From an optimization exercise on the open Yosys and OpenROAD flow, aimed at small area, a short achievable clock period and few clock cycles; shortcuts taken in it are not production practice.
At most, simulation tests tie the RTL to the original design; equivalence was not proved.

==> inputs of exp/zinc <==
==> flow/design.v (excerpt) <==
module M1 (
   input  logic         Clock,
   input  logic         Resetn,
   input  logic         start,
   output logic         done,
   input  logic  [15:0] SRAM_read_data,
   output logic  [17:0] SRAM_address,
   output logic  [15:0] SRAM_write_data,
   output logic         SRAM_we_n
);
Settings: LEC_CHECK=0, ABC_CLOCK_PERIOD_IN_PS=4000, CAP_MARGIN=20, CORE_MARGIN=2, CORE_UTILIZATION=55, SETUP_SLACK_MARGIN=5, SLEW_MARGIN=20; clock period 14.0 ns.
run.sh (not shown) runs the stock make flow with config.mk's settings and CLKGATE_MAP_FILE= SYNTH_SCRIPT=/design/flow/synth_recipe.tcl, a recipe that flattens the netlist after the stock synthesis.
==> exp/lagoon: changes against exp/zinc <==
--- a/flow/design.v
+++ b/flow/design.v
@@ -18,37 +18,28 @@
 logic [2:0]  ph;         
 logic [6:0]  mc;         
 logic [4:0]  fo;         
 logic [13:0] YP;         
 logic [12:0] CP;         
 logic [17:0] WP;         
 logic [7:0]  win [0:19];
-logic [7:0]  UB;
-logic [15:0] VB;
+logic [15:0] UB;
+logic [7:0]  VB;
 logic [15:0] Yr;
 logic [7:0]  Up, Vp, B0h;
-logic [8:0]  ps0, ps1, ps2, ps3, ps4;
-logic [9:0]  ps24;
-logic [8:0]  fs0, fs1, fs3, fs4;
+logic [8:0]  fs0, fs1, fs2, fs3, fs4;
 logic [9:0]  fs24;
-logic [21:0] Fs, FrowA, FrowB, FrA, FrB;
+logic [21:0] Fs;
 logic [7:0]  Fc;
-assign ps0 = {1'b0, win[1]} + {1'b0, win[19]};
-assign ps1 = {1'b0, win[3]} + {1'b0, win[17]};
-assign ps2 = {1'b0, win[5]} + {1'b0, win[15]};
-assign ps3 = {1'b0, win[7]} + {1'b0, win[13]};
-assign ps4 = {1'b0, win[9]} + {1'b0, win[11]};
-assign ps24 = {1'b0, ps2} + {1'b0, ps4};
-always_ff @(posedge Clock) begin
-   fs0 <= ps0;
-   fs1 <= ps1;
-   fs3 <= ps3;
-   fs4 <= ps4;
-   fs24 <= ps24;
-end
+assign fs0 = {1'b0, win[0]} + {1'b0, win[18]};
+assign fs1 = {1'b0, win[2]} + {1'b0, win[16]};
+assign fs2 = {1'b0, win[4]} + {1'b0, win[14]};
+assign fs3 = {1'b0, win[6]} + {1'b0, win[12]};
+assign fs4 = {1'b0, win[8]} + {1'b0, win[10]};
+assign fs24 = {1'b0, fs2} + {1'b0, fs4};
 logic [8:0]  nfs0, nfs1, nfs3, nfs4;
 logic [9:0]  nfs24;
 assign nfs0 = ~fs0;
 assign nfs1 = ~fs1;
 assign nfs3 = ~fs3;
 assign nfs4 = ~fs4;
 assign nfs24 = ~fs24;
@@ -250,33 +241,25 @@
 assign fl184 = (fl149 & fl148) | (1'b1 & (fl149 ^ fl148));
 assign fl185 = fl151 ^ fl150 ^ 1'b1;
 assign fl186 = (fl151 & fl150) | (1'b1 & (fl151 ^ fl150));
 assign fl187 = fs4[7] ^ fl122 ^ fl152;
 assign fl188 = (fs4[7] & fl122) | (fl152 & (fs4[7] ^ fl122));
 assign fl189 = fs4[8] ^ 1'b1;
 assign fl190 = fs4[8] & 1'b1;
-assign FrowA = {1'b1, 1'b1, fl189, fl187, fl185, fl183, fl181, fl179, fl177, fl175, fl173, fl171, fl169, fl167, fl165, fl163, fl161, fl159, fl157, fl155, fl153, nfs24[0]};
-assign FrowB = {1'b0, fl190, fl188, fl186, fl184, fl182, fl180, fl178, fl176, fl174, fl172, fl170, fl168, fl166, fl164, fl162, fl160, fl158, fl156, fl154, 1'b1, 1'b1};
-always_ff @(posedge Clock) begin
-   FrA <= FrowA;
-   FrB <= FrowB;
-end
-assign Fs = FrA + FrB;
+assign Fs = {1'b1, 1'b1, fl189, fl187, fl185, fl183, fl181, fl179, fl177, fl175, fl173, fl171, fl169, fl167, fl165, fl163, fl161, fl159, fl157, fl155, fl153, nfs24[0]} + {1'b0, fl190, fl188, fl186, fl184, fl182, fl180, fl178, fl176, fl174, fl172, fl170, fl168, fl166, fl164, fl162, fl160, fl158, fl156, fl154, 1'b1, 1'b1};
 assign Fc = Fs[21] ? 8'h00 : Fs[20] ? 8'hFF : Fs[19:12];
 logic        odd_sel;
 logic [7:0]  Yi, Ui, Vi;
 logic [24:0] Rs, Gs;
 logic [25:0] Bs;
-logic [9:0]  Rr, Gr;
-logic [10:0] Br;
 logic [7:0]  Rc, Gc, Bc;
 always_ff @(posedge Clock) begin
    Yi <= odd_sel ? Yr[7:0] : Yr[15:8];
-   Ui <= odd_sel ? Up : win[8];
-   Vi <= odd_sel ? Vp : win[7];
+   Ui <= odd_sel ? Up : win[7];
+   Vi <= odd_sel ? Vp : win[8];
 end
 logic [7:0]  nYi, nUi, nVi;
 assign nYi = ~Yi;
 assign nUi = ~Ui;
 assign nVi = ~Vi;
 logic px1, px2, px3, px4, px5, px6, px7, px8, px9, px10, px11, px12, px13, px14, px15, px16;
 logic px17, px18, px19, px20, px21, px22, px23, px24, px25, px26, px27, px28, px29, px30, px31, px32;
@@ -817,107 +800,101 @@
 assign px505 = px459 ^ px458 ^ 1'b1;
 assign px506 = (px459 & px458) | (1'b1 & (px459 ^ px458));
 assign px507 = px461 ^ px460 ^ 1'b1;
 assign px508 = (px461 & px460) | (1'b1 & (px461 ^ px460));
 assign Rs = {1'b1, px173, px171, px169, px167, px165, px163, px161, px159, px157, px155, px153, px151, px149, px147, px145, px143, px141, px139, px137, px135, px133, px131, px129, 1'b0} + {px174, px172, px170, px168, px166, px164, px162, px160, px158, px156, px154, px152, px150, px148, px146, px144, px142, px140, px138, px136, px134, px132, px130, 1'b1, 1'b0};
 assign Gs = {1'b1, px383, px381, px379, px377, px375, px373, px371, px369, px367, px365, px363, px361, px359, px357, px355, px353, px351, px349, px347, px345, px343, px341, px339, nUi[0]} + {px384, px382, px380, px378, px376, px374, px372, px370, px368, px366, px364, px362, px360, px358, px356, px354, px352, px350, px348, px346, px344, px342, px340, 1'b1, 1'b1};
 assign Bs = {1'b1, px462, px507, px505, px503, px501, px499, px497, px495, px493, px491, px489, px487, px485, px483, px481, px479, px477, px475, px473, px471, px469, px467, px465, px463, Ui[0]} + {1'b0, px508, px506, px504, px502, px500, px498, px496, px494, px492, px490, px488, px486, px484, px482, px480, px478, px476, px474, px472, px470, px468, px466, px464, 1'b1, 1'b0};
-always_ff @(posedge Clock) begin
-   Rr <= Rs[24:15];
-   Gr <= Gs[24:15];
-   Br <= Bs[25:15];
-end
-assign Rc = Rr[9] ? 8'h00 : Rr[8] ? 8'hFF : Rr[7:0];
-assign Gc = Gr[9] ? 8'h00 : Gr[8] ? 8'hFF : Gr[7:0];
-assign Bc = Br[10] ? 8'h00 : (Br[9] | Br[8]) ? 8'hFF : Br[7:0];
+assign Rc = Rs[24] ? 8'h00 : Rs[23] ? 8'hFF : Rs[22:15];
+assign Gc = Gs[24] ? 8'h00 : Gs[23] ? 8'hFF : Gs[22:15];
+assign Bc = Bs[25] ? 8'h00 : (Bs[24] | Bs[23]) ? 8'hFF : Bs[22:15];
 logic run, fill;
 logic m_neg;           
 logic m_odd;           
 logic [6:0] m;         
 logic last_row;
 assign run   = (state == S_RUN);
 assign fill  = (state == S_FILL);
 assign m_neg = (mc == 7'd0);
 assign m     = mc - 7'd1;
 assign m_odd = ~mc[0];
 assign last_row = CP[12] & CP[11] & CP[9] & CP[8];    
-localparam [2:0] SH_NONE = 3'd0, SH_BUS = 3'd1, SH_VBH = 3'd2, SH_VBL = 3'd3,
-                 SH_UB = 3'd4, SH_CLAMP = 3'd5;
+localparam [2:0] SH_NONE = 3'd0, SH_BUS = 3'd1, SH_UBH = 3'd2, SH_UBL = 3'd3,
+                 SH_VB = 3'd4, SH_CLAMP = 3'd5;
 logic [2:0] sh;
 logic ub_ld, vb_ld, y_ld, up_ld, vp_ld;
 always_comb begin
    sh = SH_NONE;
    ub_ld = 1'b0; vb_ld = 1'b0; y_ld = 1'b0; up_ld = 1'b0; vp_ld = 1'b0;
    odd_sel = 1'b1;
    if (run) begin
       case (ph)
-         3'd0: up_ld = 1'b1;
-         3'd1: ;
+         3'd0: odd_sel = 1'b0;
          3'd2: begin
             if (mc == 7'd96) begin               
-               sh = SH_BUS; vb_ld = 1'b1;
-            end else if (!m_odd && m <= 7'd88 && !m_neg) begin
                sh = SH_BUS; ub_ld = 1'b1;
+            end else if (!m_odd && m <= 7'd88 && !m_neg) begin
+               sh = SH_BUS; vb_ld = 1'b1;
             end else if (m_odd && (m_neg || m <= 7'd89)) begin
-               sh = SH_UB;
+               sh = SH_VB;
             end else
                sh = SH_CLAMP;
-            if (m_odd && (m_neg || m <= 7'd87)) vb_ld = 1'b1;
+            if (m_odd && (m_neg || m <= 7'd87)) ub_ld = 1'b1;
          end
          3'd3: begin
-            y_ld = 1'b1;
+            y_ld = 1'b1; up_ld = 1'b1;
             if (mc == 7'd96) begin               
-               sh = SH_BUS; ub_ld = 1'b1;
+               sh = SH_BUS; vb_ld = 1'b1;
             end else if (m_odd && (m_neg || m <= 7'd87))
-               sh = SH_VBH;
+               sh = SH_UBH;
             else if (!m_odd && m <= 7'd88)
-               sh = SH_VBL;
+               sh = SH_UBL;
             else
                sh = SH_CLAMP;
          end
-         default: begin  
+         3'd4: begin
             vp_ld = 1'b1;
-            odd_sel = 1'b0;
             if (mc == 7'd96) sh = SH_CLAMP;      
          end
+         default: ;
       endcase
    end else if (fill) begin
       case (fo)
-         5'd2:  begin sh = SH_BUS; vb_ld = 1'b1; end    
-         5'd3:  begin sh = SH_BUS; ub_ld = 1'b1; end    
-         5'd12: sh = SH_VBL;                            
-         5'd13: sh = SH_UB;                             
-         5'd14: begin sh = SH_BUS; vb_ld = 1'b1; end    
-         5'd15: begin sh = SH_BUS; ub_ld = 1'b1; end    
-         5'd16: sh = SH_VBL;                            
-         5'd17: sh = SH_UB;                             
-         5'd18: begin sh = SH_BUS; vb_ld = 1'b1; end    
-         5'd19: begin sh = SH_BUS; ub_ld = 1'b1; end    
-         5'd20: sh = SH_VBL;                            
+         5'd2:  begin sh = SH_BUS; ub_ld = 1'b1; end    
+         5'd3:  begin sh = SH_BUS; vb_ld = 1'b1; end    
+         5'd12: sh = SH_UBL;                            
+         5'd13: sh = SH_VB;                             
+         5'd14: begin sh = SH_BUS; ub_ld = 1'b1; end    
+         5'd15: begin sh = SH_BUS; vb_ld = 1'b1; end    
+         5'd16: sh = SH_UBL;                            
+         5'd17: sh = SH_VB;                             
+         5'd18: begin sh = SH_BUS; ub_ld = 1'b1; end    
+         5'd19: begin sh = SH_BUS; vb_ld = 1'b1; end    
+         5'd20: sh = SH_UBL;                            
          default: if (fo >= 5'd4) sh = SH_CLAMP;
       endcase
    end
 end
 logic [7:0] sh_in;
 always_comb begin
    case (sh)
       SH_BUS:  sh_in = SRAM_read_data[15:8];
-      SH_VBH:  sh_in = VB[15:8];
-      SH_VBL:  sh_in = VB[7:0];
-      SH_UB:   sh_in = UB;
+      SH_UBH:  sh_in = UB[15:8];
+      SH_UBL:  sh_in = UB[7:0];
+      SH_VB:   sh_in = VB;
       default: sh_in = win[18];
    endcase
 end
 always_ff @(posedge Clock) begin
    if (sh != SH_NONE) begin
       for (int i = 0; i < 19; i++) win[i] <= win[i+1];
       win[19] <= sh_in;
    end
-   if (ub_ld) UB <= SRAM_read_data[7:0];
-   if (vb_ld) VB <= SRAM_read_data;
+   if (ub_ld) UB <= SRAM_read_data;
+   if (vb_ld) VB <= SRAM_read_data[7:0];
    if (y_ld)  Yr <= SRAM_read_data;
    if (up_ld) Up <= Fc;
    if (vp_ld) Vp <= Fc;
    B0h <= Bc;
    case (ph)
       3'd1:    SRAM_write_data <= {Rc, Gc};
       3'd2:    SRAM_write_data <= {B0h, Rc};
@@ -954,40 +931,40 @@
    case (state)
       S_IDLE: begin
          if (start) begin
             fo <= 5'd0;
             YP <= 14'd0;
             CP <= 13'd0;
             WP <= BASE_RGB;
-            SRAM_address <= BASE_V;               
+            SRAM_address <= BASE_U;               
          end
       end
       S_FILL: begin
          fo <= fo + 5'd1;
          case (fo)
-            5'd0:  begin SRAM_address <= BASE_U + CP; CP <= CP + 13'd1; end
-            5'd11: SRAM_address <= BASE_V + CP;
-            5'd12: begin SRAM_address <= BASE_U + CP; CP <= CP + 13'd1; end
-            5'd15: SRAM_address <= BASE_V + CP;
-            5'd16: begin SRAM_address <= BASE_U + CP; CP <= CP + 13'd1; end
-            5'd20: SRAM_address <= BASE_V + CP;   
+            5'd0:  begin SRAM_address <= BASE_V + CP; CP <= CP + 13'd1; end
+            5'd11: SRAM_address <= BASE_U + CP;
+            5'd12: begin SRAM_address <= BASE_V + CP; CP <= CP + 13'd1; end
+            5'd15: SRAM_address <= BASE_U + CP;
+            5'd16: begin SRAM_address <= BASE_V + CP; CP <= CP + 13'd1; end
+            5'd20: SRAM_address <= BASE_U + CP;   
             default: ;
          endcase
          ph <= 3'd0;
          mc <= 7'd0;
       end
       default: begin  
          ph <= (ph == 3'd4) ? 3'd0 : ph + 3'd1;
          case (ph)
             3'd0: begin
                if (mc != 7'd96) begin
                   SRAM_address <= {4'd0, YP};
                   YP <= YP + 14'd1;
                end else if (!last_row) begin
-                  SRAM_address <= BASE_U + CP;
+                  SRAM_address <= BASE_V + CP;
                   CP <= CP + 13'd1;
                end
             end
             3'd1, 3'd2, 3'd3: begin
                if (!m_neg) begin
                   SRAM_address <= WP;
                   WP <= WP + 18'd1;
@@ -995,19 +972,19 @@
             end
             default: begin  
                if (mc == 7'd96) begin
                   fo <= 5'd5;
                end else begin
                   mc <= mc + 7'd1;
                   if (mc == 7'd95) begin
-                     if (!last_row) SRAM_address <= BASE_V + CP;    
+                     if (!last_row) SRAM_address <= BASE_U + CP;    
                   end else if (mc[0] && mc <= 7'd87) begin
-                     SRAM_address <= BASE_V + CP;                   
-                  end else if (!mc[0] && mc <= 7'd88) begin
                      SRAM_address <= BASE_U + CP;                   
+                  end else if (!mc[0] && mc <= 7'd88) begin
+                     SRAM_address <= BASE_V + CP;                   
                      CP <= CP + 13'd1;
                   end
                end
             end
          endcase
       end
    endcase
==> exp/maple: changes against exp/zinc <==
==> flow/flow/run.sh (new file) <==
#!/bin/bash
set -euo pipefail
bash standard.sh SETUP_SLACK_MARGIN=9 finish > standard_make.log 2>&1
==> flow/standard.sh (new file) <==
#!/bin/bash
# synth_recipe.tcl (not shown) runs the flow's synth.tcl, then flattens the netlist and writes it again
# the make line also repeats each setting of config.mk as NAME=value (left out here)
make -C /OpenROAD-flow-scripts/flow DESIGN_CONFIG=/design/flow/config.mk WORK_HOME=/design/flow/orfs CLKGATE_MAP_FILE= SYNTH_SCRIPT=/design/flow/synth_recipe.tcl "${@:-finish}"
removed: flow/run.sh
==> notes <==
- Against exp/lagoon, the sequential cell count of exp/maple is higher by 108.
- Between exp/lagoon and exp/zinc, the lower first-iteration DRC count is in exp/lagoon (gap about 11%, measured against exp/zinc).
- The lowest worst hold slack belongs to exp/zinc, the highest to exp/lagoon.
- exp/lagoon finished clean. exp/zinc completed with no timing, DRC or antenna violations. exp/maple completed without violations.
- Die area: exp/maple is higher than exp/lagoon (about 6.5%).
Testbench counts of exp/zinc, summed over its fixed seeds: cycles 432,900.
Testbench counts of exp/maple, summed over its fixed seeds: cycles 432,900.
For exp/lagoon, only the layout was checked, not whether the RTL still works.

==> what the ideal ports hide <==
In the flow no input, the clock included, has a driving cell. The finished layouts below were timed again as built, in two steps.
Step 1 assumes that a clkbuf_16 drives the clock port and a buf_2 every other input.
Step 2 adds t to the input delays and takes it off the output delays; t is the mean of the earliest and latest rising clock arrival at the registers after step 1. Input paths then give back, and output paths get back, about the clock's delay inside the block.
Three values: ideal ports, drivers, drivers and shift; two values: the first two.
run | t, ns | setup WS [ns] | worst setup path after step 2 | clock arrival spread, ns | worst data-port slew with drivers (ns)
exp/zinc | 0.645 | 7.727 / 7.727 / 7.727 | register to register | 0.025 / 0.025 | 0.04
exp/lagoon | 0.611 | 5.521 / 5.521 / 5.521 | register to register | 0.012 / 0.012 | 0.04
exp/maple | 0.657 | 8.503 / 8.503 / 8.503 | register to register | 0.037 / 0.037 | 0.04
After both steps setup and hold are still met in every run listed.
